This design comes from an exercise in tuning for small area, a short achievable clock period and few clock cycles on the open sky130 flow, not from production work. In this exercise RTL edits were held to simulation tests only and were not proved equivalent to the original.

==> fjord <==
==> flow/design.v <==
module div (
    input wire clk,
    input wire rst_n,
    input wire [32-1:0] dividend_i,
    input wire [32-1:0] divisor_i,
    input wire                       start_i,
    input wire                       ctrl_ready_i,
    input wire [                3:0] op_i,
    output wire [32-1:0] result_o,
    output reg                        busy_o,
    output reg                        valid_o
);
    localparam [1:0] S_IDLE = 2'd0, S_PREP = 2'd1, S_ITER = 2'd2, S_FIN = 2'd3;
    reg  [1:0] state;
    reg [31:0] r;       
    reg [31:0] x;       
    reg [31:0] q;       
    reg  [4:0] cnt;
    reg  [4:0] pa, pb;  
    reg        sa, sb;  
    reg        is_rem;   
    function automatic [4:0] msb32(input [31:0] v);
        reg [7:0] nz;
        reg [1:0] p [0:7];
        reg [2:0] g;
        integer i;
        begin
            for (i = 0; i < 8; i = i + 1) begin
                nz[i]   = |v[4*i+:4];
                p[i][1] = v[4*i+3] | v[4*i+2];
                p[i][0] = v[4*i+3] | (~v[4*i+2] & v[4*i+1]);
            end
            g[2] = |nz[7:4];
            g[1] = g[2] ? (nz[7] | nz[6]) : (nz[3] | nz[2]);
            g[0] = g[2] ? (nz[7] | (~nz[6] & nz[5])) : (nz[3] | (~nz[2] & nz[1]));
            msb32 = {g, p[g]};
        end
    endfunction
    wire        sgn_i = op_i[0] | op_i[2];
    wire        sa_i  = sgn_i & dividend_i[31];
    wire        sb_i  = sgn_i & divisor_i[31];
    wire [31:0] a_m   = dividend_i ^ {32{sa_i}};    
    wire [31:0] b_m   = divisor_i ^ {32{sb_i}};     
    wire        cin = ~sb | (sa & (state == S_PREP));
    wire [32:0] sum;
    wire        cout = sum[32];
    add32 u_add (.a(r), .b(x), .ci(cin), .s(sum));
    wire        prep = (state == S_PREP);
    wire [31:0] inc_in = prep ? r : (is_rem ? (r ^ {32{sa}}) : ~q);
    wire        inc_c  = (prep | is_rem) ? sa : 1'b1;
    wire [31:0] inc_out;
    inc32 u_inc (.a(inc_in), .ci(inc_c), .s(inc_out));
    wire [5:0] kk = {1'b0, pa} - {1'b0, pb};
    wire [4:0] k  = kk[4:0];
    reg  [31:0] x_init;
    always @(*) begin
        x_init = x;
        if (k[0]) x_init = {x_init[30:0], {1{~sb}}};
        if (k[1]) x_init = {x_init[29:0], {2{~sb}}};
        if (k[2]) x_init = {x_init[27:0], {4{~sb}}};
        if (k[3]) x_init = {x_init[23:0], {8{~sb}}};
        if (k[4]) x_init = {x_init[15:0], {16{~sb}}};
    end
    wire bz = ~sb & (&x);                           
    wire lt = ~cout;
    wire early = bz | ((sa & ~sb) ? kk[5] : lt);
    assign result_o = q;
    always @(posedge clk) begin
        if (!rst_n) begin
            state   <= S_IDLE;
            busy_o  <= 1'b0;
            valid_o <= 1'b0;
        end else begin
            case (state)
                S_IDLE: begin
                    if (ctrl_ready_i) begin
                        valid_o <= 1'b0;
                        if (start_i) begin
                            state  <= S_PREP;
                            busy_o <= 1'b1;
                        end
                    end
                end
                S_PREP: begin
                    if (early) begin
                        if (sa & is_rem) begin
                            state <= S_FIN;
                        end else begin
                            state   <= S_IDLE;
                            busy_o  <= 1'b0;
                            valid_o <= 1'b1;
                        end
                    end else begin
                        state <= S_ITER;
                    end
                end
                S_ITER: begin
                    if (cnt == 5'd0) begin
                        if (is_rem | (sa ^ sb)) begin
                            state <= S_FIN;
                        end else begin
                            state   <= S_IDLE;
                            busy_o  <= 1'b0;
                            valid_o <= 1'b1;
                        end
                    end
                end
                default: begin   
                    state   <= S_IDLE;
                    busy_o  <= 1'b0;
                    valid_o <= 1'b1;
                end
            endcase
        end
    end
    always @(posedge clk) begin
        pa <= sa_i ? msb32({~dividend_i[30:0], 1'b1}) : msb32(dividend_i);
        pb <= sb_i ? msb32(~divisor_i | 32'd1) : msb32(divisor_i);
        case (state)
            S_IDLE:  x <= ~b_m;
            S_PREP:  x <= x_init;
            default: x <= {1'b1, x[31:1]};
        endcase
        cnt <= (state == S_PREP) ? k : cnt - 5'd1;
        case (state)
            S_IDLE: begin
                r      <= a_m;
                sa     <= sa_i;
                sb     <= sb_i;
                is_rem <= op_i[2] | op_i[3];
            end
            S_PREP: begin
                r <= inc_out;
                q <= is_rem ? inc_out : {32{bz}};
            end
            S_ITER: begin
                if (cout) r <= sum[31:0];
                q <= {q[30:0], cout};
            end
            default: begin   
                q <= inc_out;
            end
        endcase
    end
endmodule
module add32 (
    input  wire [31:0] a,
    input  wire [31:0] b,
    input  wire        ci,
    output wire [32:0] s
);
    reg [31:0] g [0:5];
    reg [31:0] p [0:5];
    integer l, i;
    always @(*) begin
        g[0] = a & b;
        p[0] = a ^ b;
        g[0][0] = g[0][0] | (p[0][0] & ci);
        for (l = 0; l < 5; l = l + 1) begin
            g[l+1] = g[l];
            p[l+1] = p[l];
            for (i = 0; i < 32; i = i + 1)
                if ((i >> l) & 1) begin
                    g[l+1][i] = g[l][i] | (p[l][i] & g[l][((i >> l) << l) - 1]);
                    p[l+1][i] = p[l][i] & p[l][((i >> l) << l) - 1];
                end
        end
    end
    assign s = {g[5][31], (a ^ b) ^ {g[5][30:0], ci}};
endmodule
module inc32 (
    input  wire [31:0] a,
    input  wire        ci,
    output wire [31:0] s
);
    reg [31:0] t [0:5];
    integer l, i;
    always @(*) begin
        t[0] = a;
        t[0][0] = a[0] & ci;
        for (l = 0; l < 5; l = l + 1) begin
            t[l+1] = t[l];
            for (i = 0; i < 32; i = i + 1)
                if ((i >> l) & 1) t[l+1][i] = t[l][i] & t[l][((i >> l) << l) - 1];
        end
    end
    assign s = a ^ {t[5][30:0], ci};
endmodule
==> flow/run.sh <==
#!/bin/bash
# synth_recipe.tcl (not shown) runs the flow's synth.tcl, then flattens the netlist and writes it again
# the make line also repeats each setting of config.mk as NAME=value (left out here)
make -C /OpenROAD-flow-scripts/flow DESIGN_CONFIG=/design/flow/config.mk WORK_HOME=/design/flow/orfs CLKGATE_MAP_FILE= SYNTH_SCRIPT=/design/flow/synth_recipe.tcl finish
==> flow/config.mk <==
export PLATFORM = sky130hd
export DESIGN_NAME = div
export DESIGN_NICKNAME = div
export VERILOG_FILES = /design/flow/design.v
export SDC_FILE = /design/flow/constraint.sdc
export NUM_CORES = 4
export LEC_CHECK = 0
export ABC_AREA = 1
export CAP_MARGIN = 20
export CORE_MARGIN = 2
export CORE_UTILIZATION = 50
export PLACE_DENSITY = 0.65
export SETUP_SLACK_MARGIN = 4.5
export SLEW_MARGIN = 20
==> flow/constraint.sdc <==
create_clock -name core_clock -period 8.0 [get_ports {clk}]
set_input_delay 1.6000 -clock core_clock [delete_from_list [all_inputs] [get_ports {clk}]]
set_output_delay 1.6000 -clock core_clock [all_outputs]
set_load 0.01 [all_outputs]
==> amber (differences from fjord) <==
--- a/flow/design.v
+++ b/flow/design.v
@@ -12,4 +12,4 @@
 );
-    localparam [1:0] S_IDLE = 2'd0, S_PREP = 2'd1, S_ITER = 2'd2, S_FIN = 2'd3;
-    reg  [1:0] state;
+    localparam [2:0] S_IDLE = 3'd0, S_PREP = 3'd1, S_ITER = 3'd2, S_FIN = 3'd3, S_FIX = 3'd4;
+    reg  [2:0] state;
     reg [31:0] r;       
@@ -20,3 +20,3 @@
     reg        sa, sb;  
-    reg        is_rem;   
+    reg        is_rem, is_div;
     function automatic [4:0] msb32(input [31:0] v);
@@ -52,3 +52,3 @@
     inc32 u_inc (.a(inc_in), .ci(inc_c), .s(inc_out));
-    wire [5:0] kk = {1'b0, pa} - {1'b0, pb};
+    wire [5:0] kk = {1'b0, pa} + {5'd0, sa} - {1'b0, pb};
     wire [4:0] k  = kk[4:0];
@@ -75,2 +75,10 @@
                 S_IDLE: begin
+                    r      <= a_m;
+                    x      <= ~b_m;
+                    pa     <= msb32(a_m);
+                    pb     <= msb32(b_m | {31'd0, sb_i});
+                    sa     <= sa_i;
+                    sb     <= sb_i;
+                    is_rem <= op_i[2] | op_i[3];
+                    is_div <= op_i[0] | op_i[1];
                     if (ctrl_ready_i) begin
@@ -84,5 +92,9 @@
                 S_PREP: begin
+                    r    <= inc_out;
+                    x    <= x_init;
+                    cnt  <= k;
+                    q    <= is_rem ? inc_out : {32{bz}};
                     if (early) begin
                         if (sa & is_rem) begin
-                            state <= S_FIN;
+                            state <= S_FIX;
                         end else begin
@@ -97,4 +109,8 @@
                 S_ITER: begin
+                    if (cout) r <= sum[31:0];
+                    q   <= {q[30:0], cout};
+                    x   <= {1'b1, x[31:1]};
+                    cnt <= cnt - 5'd1;
                     if (cnt == 5'd0) begin
-                        if (is_rem | (sa ^ sb)) begin
+                        if (is_rem | (is_div & (sa ^ sb))) begin
                             state <= S_FIN;
@@ -107,3 +123,10 @@
                 end
+                S_FIX: begin
+                    q       <= inc_out;
+                    state   <= S_IDLE;
+                    busy_o  <= 1'b0;
+                    valid_o <= 1'b1;
+                end
                 default: begin   
+                    q       <= inc_out;
                     state   <= S_IDLE;
@@ -114,31 +137,2 @@
         end
-    end
-    always @(posedge clk) begin
-        pa <= sa_i ? msb32({~dividend_i[30:0], 1'b1}) : msb32(dividend_i);
-        pb <= sb_i ? msb32(~divisor_i | 32'd1) : msb32(divisor_i);
-        case (state)
-            S_IDLE:  x <= ~b_m;
-            S_PREP:  x <= x_init;
-            default: x <= {1'b1, x[31:1]};
-        endcase
-        cnt <= (state == S_PREP) ? k : cnt - 5'd1;
-        case (state)
-            S_IDLE: begin
-                r      <= a_m;
-                sa     <= sa_i;
-                sb     <= sb_i;
-                is_rem <= op_i[2] | op_i[3];
-            end
-            S_PREP: begin
-                r <= inc_out;
-                q <= is_rem ? inc_out : {32{bz}};
-            end
-            S_ITER: begin
-                if (cout) r <= sum[31:0];
-                q <= {q[30:0], cout};
-            end
-            default: begin   
-                q <= inc_out;
-            end
-        endcase
     end
==> raven (differences from fjord) <==
--- a/flow/design.v
+++ b/flow/design.v
@@ -21,2 +21,3 @@
     reg        is_rem;   
+    reg        cin;      
     function automatic [4:0] msb32(input [31:0] v);
@@ -43,3 +44,2 @@
     wire [31:0] b_m   = divisor_i ^ {32{sb_i}};     
-    wire        cin = ~sb | (sa & (state == S_PREP));
     wire [32:0] sum;
@@ -52,3 +52,3 @@
     inc32 u_inc (.a(inc_in), .ci(inc_c), .s(inc_out));
-    wire [5:0] kk = {1'b0, pa} - {1'b0, pb};
+    wire [5:0] kk = {1'b0, pa} + {5'd0, sa} - {1'b0, pb};
     wire [4:0] k  = kk[4:0];
@@ -63,3 +63,3 @@
     end
-    wire bz = ~sb & (&x);                           
+    wire bz = ~sb & (pb == 5'd0) & x[0];
     wire lt = ~cout;
@@ -116,4 +116,4 @@
     always @(posedge clk) begin
-        pa <= sa_i ? msb32({~dividend_i[30:0], 1'b1}) : msb32(dividend_i);
-        pb <= sb_i ? msb32(~divisor_i | 32'd1) : msb32(divisor_i);
+        pa <= msb32(a_m);
+        pb <= msb32(b_m | {31'd0, sb_i});
         case (state)
@@ -124,2 +124,3 @@
         cnt <= (state == S_PREP) ? k : cnt - 5'd1;
+        cin <= (state == S_IDLE) ? (sa_i | ~sb_i) : ~sb;
         case (state)
==> flow/flow/run.sh (new file) <==
#!/bin/bash
# The standard layout (the standard.sh, standard synthesis included),
# with the port buffers that ORFS inserts before global placement made
# from sky130_fd_sc_hd__buf_1 instead of the library's pick.
set -euo pipefail
export BUFFER_PORTS_ARGS="-buffer_cell sky130_fd_sc_hd__buf_1"
bash standard.sh > standard.log 2>&1
==> flow/standard.sh (new file) <==
#!/bin/bash
# synth_recipe.tcl (not shown) runs the flow's synth.tcl, then flattens the netlist and writes it again
# the make line also repeats each setting of config.mk as NAME=value (left out here)
make -C /OpenROAD-flow-scripts/flow DESIGN_CONFIG=/design/flow/config.mk WORK_HOME=/design/flow/orfs CLKGATE_MAP_FILE= SYNTH_SCRIPT=/design/flow/synth_recipe.tcl "${@:-finish}"
--- a/flow/config.mk
+++ b/flow/config.mk
@@ -10,5 +10,6 @@
 export CORE_MARGIN = 2
-export CORE_UTILIZATION = 50
-export PLACE_DENSITY = 0.65
-export SETUP_SLACK_MARGIN = 4.5
+export CORE_UTILIZATION = 45
+export CTS_BUF_LIST = sky130_fd_sc_hd__clkbuf_8
+export PLACE_DENSITY = 0.55
+export SETUP_SLACK_MARGIN = 4.75
 export SLEW_MARGIN = 20
removed: flow/run.sh
==> impl_metrics.py <==
metrics = {
    "layout": {
        "multi_input_gates": 1555,
    },
    "cts": {
        "clk_latency_ns": 0.47,
    },
    "logic_synthesis": {
        "synth_area_leader_cell": "nand2_1",
        "synthMuxAreaShare_pct": 1.32,
    },
    "place": {
        "placed_cells": 2388,
    },
    "run_status": {
        "status": "complete, no violations",
    },
    "drt": {
        "wl_met1_mm": 20.0,
    },
    "sta": {
        "worst_slew_pin_slew_ns": 0.911,
    },
}
-- figures above: raven

==> impl_metrics.py <==
metrics = {
    "run_status": {
        "status": "complete, no violations",
    },
    "cts": {
        "clk_latency_ns": 0.44,
    },
    "layout": {
        "final_util_pct": 60.0,
        "multi_input_gates": 1572,
    },
    "logic_synthesis": {
        "synth_area_leader_cell": "edfxtp_1",
        "async_flop_share_pct": 0,
    },
    "drt": {
        "dr_wl_met2_mm": 20.7,
        "wl_met1_mm": 19.4,
    },
    "global_routing": {
        "grt_pass1_wl_mm": 70.7,
    },
    "sta": {
        "worst_slew_pin_slew_ns": 0.701,
    },
}
-- figures above: amber

==> impl_metrics.py <==
metrics = {
    "run_status": {
        "status": "complete, no violations",
    },
    "layout": {
        "multi_input_gates": 1675,
    },
    "drt": {
        "vias_per_cell": 5.82,
        "wl_met1_mm": 20.1,
    },
    "sta": {
        "worst_slew_pin_slew_ns": 0.854,
        "fmax_mhz": 290,
    },
    "logic_synthesis": {
        "synthMuxAreaShare_pct": 1.50,
    },
}
-- figures above: fjord

Testbench counts of fjord, summed over its fixed seeds: cycles 63,181.
Testbench counts of amber, summed over its fixed seeds: cycles 63,187.
Testbench counts of raven, summed over its fixed seeds: cycles 63,187.

separate check: timing with driven ports:
How much do the figures lean on ideal ports? The routed layouts below were timed once more, with nothing changed but the port constraints.
Step 1 (the two cells are an assumption about what drives the block):
set clk [get_ports {clk}]
set_driving_cell -lib_cell sky130_fd_sc_hd__clkbuf_16 $clk
set_driving_cell -lib_cell sky130_fd_sc_hd__buf_2 [delete_from_list [all_inputs] $clk]
Step 2 times the ports against the registers' clock, not the clock port: input delays grow and output delays shrink by t, the midpoint of the rising clock arrivals with the driver on.
a / b / c = ideal ports / drivers / drivers and shift; a / b = the first two.
run | t (ns) | setup slack, ns | slew at the worst register clock pin (ns) | worst data-port slew with drivers (ns)
fjord | 0.480 | 4.549 / 4.580 / 4.100 | 0.07 / 0.07 | 0.04
amber | 0.482 | 4.608 / 4.632 / 4.150 | 0.07 / 0.07 | 0.04
raven | 0.510 | 4.827 / 4.827 / 4.422 | 0.09 / 0.09 | 0.04
After both steps setup and hold are still met in every run listed. For amber, which loses most, drivers alone change the setup slack by +0.024 ns; drivers and shift together by -0.458 ns.
